Background: an optimization exercise with open tools, aiming at small area and a short achievable clock period. Do not read the settings as production practice.
RTL that was checked went through simulation tests only; none was proved equivalent to the original.

## fp32_adder_tree_8_inputs
module fp32_adder_tree_8_inputs (
    input wire clk,
    input wire rst_n,
    input wire [127:0] dvr_fp32addtree8to1_s0,
    input wire [127:0] dvr_fp32addtree8to1_s1,
    input wire [2:0] cru_fp32addtree8to1,
    output wire [127:0] dr_fp32addtree8to1_d
);
Settings: LEC_CHECK=0, ABC_AREA=1, CAP_MARGIN=20, CORE_MARGIN=2, CORE_UTILIZATION=40, SLEW_MARGIN=20; clock period 64.0 ns.
standard.sh (not shown) runs the stock make flow with config.mk's settings and CLKGATE_MAP_FILE= SYNTH_SCRIPT=/design/flow/synth_recipe.tcl, a recipe that flattens the netlist after the stock synthesis.
==> flow/flow/run.sh <==
#!/bin/bash
# Layout flow: ORFS, with two changes to its synthesis script and a setup
# margin for timing repair.
#  - synthesis: Yosys's generic synth step runs without its quick ABC pass, so
#    the full adders written in the RTL reach extract_fa as written (no
#    inverters around them); the final ABC mapping uses flow/abc.script.
#  - layout: standard steps; repair_timing aims at SETUP_SLACK_MARGIN; the
#    port buffers are the platform's smallest buffer.
# Each tool's output goes to ORFS's own logs (orfs/logs/...); make's output to flow.log.
set -euo pipefail
HERE=$(pwd)
FL=$HERE/flow
source $FL/params.sh
sed -e 's#^source \$::env(SCRIPTS_DIR)/synth_preamble.tcl#&\nset abc_args [lreplace $abc_args 1 1 '"$FL"'/abc.script]#' \
    -e 's#synth -top \$::env(DESIGN_NAME) -run fine: {\*}\$synth_full_args#& -noabc#' \
    $FLOW_HOME/scripts/synth.tcl > $HERE/my_synth.tcl
grep -q -- '-noabc' $HERE/my_synth.tcl
grep -q 'abc.script\]' $HERE/my_synth.tcl
sed -e "s#source \$::env(SCRIPTS_DIR)/synth.tcl#source $HERE/my_synth.tcl#" synth_recipe.tcl > my_synth_recipe.tcl
grep -q my_synth.tcl my_synth_recipe.tcl
sed -e "s#SYNTH_SCRIPT=[^ ]*#SYNTH_SCRIPT=$HERE/my_synth_recipe.tcl#" standard.sh > my_standard.sh
grep -q my_synth_recipe.tcl my_standard.sh
export SETUP_SLACK_MARGIN=$MARGIN
# every port still gets a buffer, the smallest one
export BUFFER_PORTS_ARGS="${PORTBUF:--buffer_cell sky130_fd_sc_hd__buf_1}"
bash my_standard.sh finish > flow.log 2>&1
==> flow/flow/abc.script <==
strash
dch
map -B 0.9
strash
dch
map -B 0.9
topo
stime -c
buffer -c
upsize -c
dnsize -c
==> flow/flow/params.sh <==
MARGIN=35
==> next run, changes <==
--- a/flow/design.v
+++ b/flow/design.v
@@ -2100,26 +2100,26 @@
     wire [30:0] res;
     wire overflow;
     fp32_normalizer_rounder nr (.mag(mag), .exp_in(emax), .res(res), .overflow(overflow));
     wire [31:0] fp_sum_result;
     fp32_packer pk (.res_nan(res_nan), .res_inf(res_inf), .inf_sign(ninf),
                     .overflow(overflow), .sign(sign), .res(res), .fp_out(fp_sum_result));
-    reg [31:0] sum_qn;
+    reg [31:0] sum_q;
     reg        valid_q;
     reg [1:0]  seg_q;
     always @(posedge clk or negedge rst_n) begin
         if (!rst_n) begin
-            sum_qn  <= 32'b0;
+            sum_q   <= 32'b0;
             valid_q <= 1'b0;
             seg_q   <= 2'b0;
         end else begin
-            sum_qn  <= ~fp_sum_result;
+            sum_q   <= fp_sum_result;
             valid_q <= cru_fp32addtree8to1[2];
             seg_q   <= cru_fp32addtree8to1[1:0];
         end
     end
     assign dr_fp32addtree8to1_d = {
-        {32{valid_q & (seg_q == 2'b11)}} & ~sum_qn,
-        {32{valid_q & (seg_q == 2'b10)}} & ~sum_qn,
-        {32{valid_q & (seg_q == 2'b01)}} & ~sum_qn,
-        {32{valid_q & (seg_q == 2'b00)}} & ~sum_qn};
+        {32{valid_q & (seg_q == 2'b11)}} & sum_q,
+        {32{valid_q & (seg_q == 2'b10)}} & sum_q,
+        {32{valid_q & (seg_q == 2'b01)}} & sum_q,
+        {32{valid_q & (seg_q == 2'b00)}} & sum_q};
 endmodule
=> The changed run ran to the end with no violations; final area goes up by 0.72%; die area goes up by 0.93%; global-route usage goes up by 0.48 points; synthesized area goes up by 0.95%; routed wire length goes up by 2.1%; non-clock buffer count goes down by 19; maximum frequency is about the same.
Function not checked in the second run of this note: the RTL went through the layout flow alone.

Another version of the RTL of fp32_adder_tree_8_inputs (not shown whole).
Size: about 6200 cells after synthesis, ~35 flip-flops, ~35000 um^2 of cells after synthesis.
// fp32_adder_tree_8_inputs
module fp32_adder_tree_8_inputs (
    input wire clk,
    input wire rst_n,
    input wire [127:0] dvr_fp32addtree8to1_s0,
    input wire [127:0] dvr_fp32addtree8to1_s1,
    input wire [2:0] cru_fp32addtree8to1,
    output wire [127:0] dr_fp32addtree8to1_d
);
==> flow/config.mk <==
export PLATFORM = sky130hd
export DESIGN_NAME = fp32_adder_tree_8_inputs
export DESIGN_NICKNAME = fp32_adder_tree_8_inputs
export VERILOG_FILES = /design/flow/design.v
export SDC_FILE = /design/flow/constraint.sdc
export NUM_CORES = 8
export LEC_CHECK = 0
export ABC_AREA = 1
export CAP_MARGIN = 20
export CORE_MARGIN = 2
export CORE_UTILIZATION = 40
export SLEW_MARGIN = 20
==> flow/constraint.sdc <==
create_clock -name core_clock -period 64.0 [get_ports {clk}]
set_input_delay 12.8000 -clock core_clock [delete_from_list [all_inputs] [get_ports {clk}]]
set_output_delay 12.8000 -clock core_clock [all_outputs]
set_load 0.01 [all_outputs]
==> flow/flow/run.sh <==
#!/bin/bash
# Layout flow: the standard flow, with timing repair aimed at a setup slack
# margin so that the (otherwise unconstrained) input-to-register paths are sized.
set -o pipefail
ls -la > ls.log
cat standard.sh > standard_copy.log
export SETUP_SLACK_MARGIN=${MARGIN:-30}
bash standard.sh > standard.log 2>&1
Then changed:
--- a/flow/design.v
+++ b/flow/design.v
@@ -1384,25 +1384,35 @@
                 .sign(sgn[i]), .exponent(ex[i]), .hidden(hid[i]), .mantissa(man[i]),
                 .is_inf(inf[i]), .is_nan(nan[i]));
         end
     endgenerate
     wire pinf = |(inf & ~sgn);
     wire ninf = |(inf & sgn);
     wire res_nan = (|nan) | (pinf & ninf);
     wire res_inf = pinf | ninf;
     wire all_neg = &sgn;
-    wire [7:0] m01 = (ex[0] > ex[1]) ? ex[0] : ex[1];
-    wire [7:0] m23 = (ex[2] > ex[3]) ? ex[2] : ex[3];
-    wire [7:0] m45 = (ex[4] > ex[5]) ? ex[4] : ex[5];
-    wire [7:0] m67 = (ex[6] > ex[7]) ? ex[6] : ex[7];
-    wire [7:0] m03 = (m01 > m23) ? m01 : m23;
-    wire [7:0] m47 = (m45 > m67) ? m45 : m67;
-    wire [7:0] emax = (m03 > m47) ? m03 : m47;
+    function [7:0] max2(input [7:0] a, input [7:0] b);
+        reg c;
+        integer k;
+        begin
+            c = 1'b1;
+            for (k = 0; k < 8; k = k + 1)
+                c = (a[k] & ~b[k]) | ((a[k] | ~b[k]) & c);
+            max2 = c ? a : b;
+        end
+    endfunction
+    wire [7:0] m01 = max2(ex[0], ex[1]);
+    wire [7:0] m23 = max2(ex[2], ex[3]);
+    wire [7:0] m45 = max2(ex[4], ex[5]);
+    wire [7:0] m67 = max2(ex[6], ex[7]);
+    wire [7:0] m03 = max2(m01, m23);
+    wire [7:0] m47 = max2(m45, m67);
+    wire [7:0] emax = max2(m03, m47);
     wire [255:0] aligned;
     generate
         for (i = 0; i < 8; i = i + 1) begin : align_gen
             fp32_aligner a (
                 .sign(sgn[i]), .hidden(hid[i]), .mantissa(man[i]),
                 .diff(emax - ex[i]),
                 .aligned(aligned[32*i +: 32]));
         end
     endgenerate
Die area is lower by 4.0%.
Clock-buffer cell count does not change.
Worst setup slack is better by 0.43 ns.
First-iteration DRC count is lower by 3.9%.
Global-route usage goes down by 0.81 points.
Sequential cell count stays the same.
Area after synthesis goes down by 4.1%.
For the first run of this note, only the layout was checked, not whether the RTL still works.

## old
fp32_adder_tree_8_inputs, a different RTL version from the one above (not shown whole).
For scale: roughly 390 I/O pins, roughly 0.033 mm2 of cells after synthesis.
export LEC_CHECK = 0
export ABC_AREA = 1
export CAP_MARGIN = 20
export CORE_MARGIN = 2
export CORE_UTILIZATION = 40
export SLEW_MARGIN = 20
create_clock -name core_clock -period 64.0 [get_ports {clk}]
==> flow/flow/run.sh <==
#!/bin/bash
# Layout flow: ORFS, with two changes to its synthesis script and a setup
# margin for timing repair.
#  - synthesis: Yosys's generic synth step runs without its quick ABC pass, so
#    the full adders written in the RTL reach extract_fa as written (no
#    inverters around them); the final ABC mapping uses flow/abc.script.
#  - layout: standard steps; repair_timing aims at SETUP_SLACK_MARGIN; the
#    port buffers are the platform's smallest buffer.
# Each tool's output goes to ORFS's own logs (orfs/logs/...); make's output to flow.log.
set -euo pipefail
HERE=$(pwd)
FL=$HERE/flow
source $FL/params.sh
sed -e 's#^source \$::env(SCRIPTS_DIR)/synth_preamble.tcl#&\nset abc_args [lreplace $abc_args 1 1 '"$FL"'/abc.script]#' \
    -e 's#synth -top \$::env(DESIGN_NAME) -run fine: {\*}\$synth_full_args#& -noabc#' \
    $FLOW_HOME/scripts/synth.tcl > $HERE/my_synth.tcl
grep -q -- '-noabc' $HERE/my_synth.tcl
grep -q 'abc.script\]' $HERE/my_synth.tcl
sed -e "s#source \$::env(SCRIPTS_DIR)/synth.tcl#source $HERE/my_synth.tcl#" synth_recipe.tcl > my_synth_recipe.tcl
grep -q my_synth.tcl my_synth_recipe.tcl
sed -e "s#SYNTH_SCRIPT=[^ ]*#SYNTH_SCRIPT=$HERE/my_synth_recipe.tcl#" standard.sh > my_standard.sh
grep -q my_synth_recipe.tcl my_standard.sh
export SETUP_SLACK_MARGIN=$MARGIN
# every port still gets a buffer, the smallest one
export BUFFER_PORTS_ARGS="${PORTBUF:--buffer_cell sky130_fd_sc_hd__buf_1}"
bash my_standard.sh finish > flow.log 2>&1
==> flow/flow/abc.script <==
strash
dch
map -B 0.9
topo
mfs
strash
dch
map -B 0.9
topo
stime -c
buffer -c
upsize -c
dnsize -c
==> flow/flow/params.sh <==
MARGIN=42

old reached the end of the flow, and the finished layout is clean on the timing, DRC and antenna checks.
Input-level comparison between new and old:
--- a/flow/design.v
+++ b/flow/design.v
@@ -2095,32 +2095,41 @@
     reg [35:0] row_a_q;
     reg [35:0] row_b_q;
     reg [7:0] emax_q;
     reg nan_q;
     reg inf_q;
     reg ninf_q;
     reg allneg_q;
     reg valid_q;
     reg [1:0] seg_q;
     always @(posedge clk or negedge rst_n) begin
-        if (!rst_n) valid_q <= 1'b0;
-        else valid_q <= cru_fp32addtree8to1[2];
-    end
-    always @(posedge clk) begin
-        row_a_q <= row_a;
-        row_b_q <= row_b;
-        emax_q <= emax;
-        nan_q <= res_nan;
-        inf_q <= res_inf;
-        ninf_q <= ninf;
-        allneg_q <= all_neg;
-        seg_q <= cru_fp32addtree8to1[1:0];
+        if (!rst_n) begin
+            row_a_q <= 0;
+            row_b_q <= 0;
+            emax_q <= 0;
+            nan_q <= 0;
+            inf_q <= 0;
+            ninf_q <= 0;
+            allneg_q <= 0;
+            valid_q <= 0;
+            seg_q <= 0;
+        end else begin
+            row_a_q <= row_a;
+            row_b_q <= row_b;
+            emax_q <= emax;
+            nan_q <= res_nan;
+            inf_q <= res_inf;
+            ninf_q <= ninf;
+            allneg_q <= all_neg;
+            valid_q <= cru_fp32addtree8to1[2];
+            seg_q <= cru_fp32addtree8to1[1:0];
+        end
     end
     wire [35:0] sum_q;
     final_adder cpa (.a(row_a_q), .b(row_b_q), .sum(sum_q));
     wire neg = sum_q[35];
     wire [34:0] mag = sum_q[34:0] ^ {35{neg}};
     wire zero = ~|mag;
     wire sign = zero ? allneg_q : neg;
     wire [30:0] res;
     wire overflow;
     fp32_normalizer_rounder nr (.mag(mag), .exp_in(emax_q), .res(res), .overflow(overflow));
Findings:
- Re worst max-slew margin expressed relative to the limit: new is 3.1 points up on old.
- Post-CTS setup repair buffer count was higher in the run labelled new.
- Delta (new minus old): global-route wire length before repair -0.59%; number of cells upsized or downsized after cts lower.
- Changes observed in new relative to old: number of cell rows increased by about 1% relative to the old numbers; non-clock buffer count decreased about 2%; part of the Yosys area used for sequential elements grew by 1.2 points.
- Looking only at layout overhead on the synthesized area, and setting everything else aside, the lower value of new and old goes to old.
- Final critical path time including I/O delays and setup ends up higher on new.
- For the post-route worst setup slack, new came in 0.073 ns lower than old did.
- Logic depth of the worst setup path including buffers, new and old, lower one = new.
- Relative to old, the upper clock frequency limit measured on new has decreased slightly.
- Run comparison: new worst-path cell with the longest stage delay fa_2; old worst-path cell with the longest stage delay fa_1
- Diff old..new | clock edge transition at the registers on the reported setup and hold paths | negligible

## port drivers added, routing unchanged
The flow's constraints put no driver on any port. The routed layouts listed below were extracted and timed again, unchanged, in two steps. Step 1: set_driving_cell puts a clkbuf_16 on clk and a buf_2 on each other input, an assumption about the parent block. Step 2 also shifts input and output timing later by t, the mid clock arrival at the registers, as if the neighbouring blocks saw the same clock. Slacks: no drivers / after step 1 / after step 2; pairs: no drivers / after step 1.
run	t, ns	setup slack, ns	latest minus earliest clock arrival (ns)	worst slew at a driven data input, ns	cell pins on the clock port's net
the first run of note 1	0.307	36.022 / 36.006 / 35.699	0.003 / 0.004	0.09	1
the second run of note 1	0.311	36.025 / 36.028 / 35.717	0.005 / 0.005	0.12	1
the first run of note 2	0.311	31.500 / 31.513 / 31.202	0.008 / 0.008	0.15	1
the second run of note 2	0.312	31.925 / 31.936 / 31.624	0.004 / 0.004	0.11	1
old	0.416	42.443 / 42.463 / 42.047	0.012 / 0.012	0.11	1
new	0.425	42.370 / 42.405 / 41.980	0.016 / 0.017	0.10	1
After both steps every run listed still meets setup and hold. The setup slack of old, which loses most, moves by +0.020 ns with the drivers and by -0.396 ns with both steps.
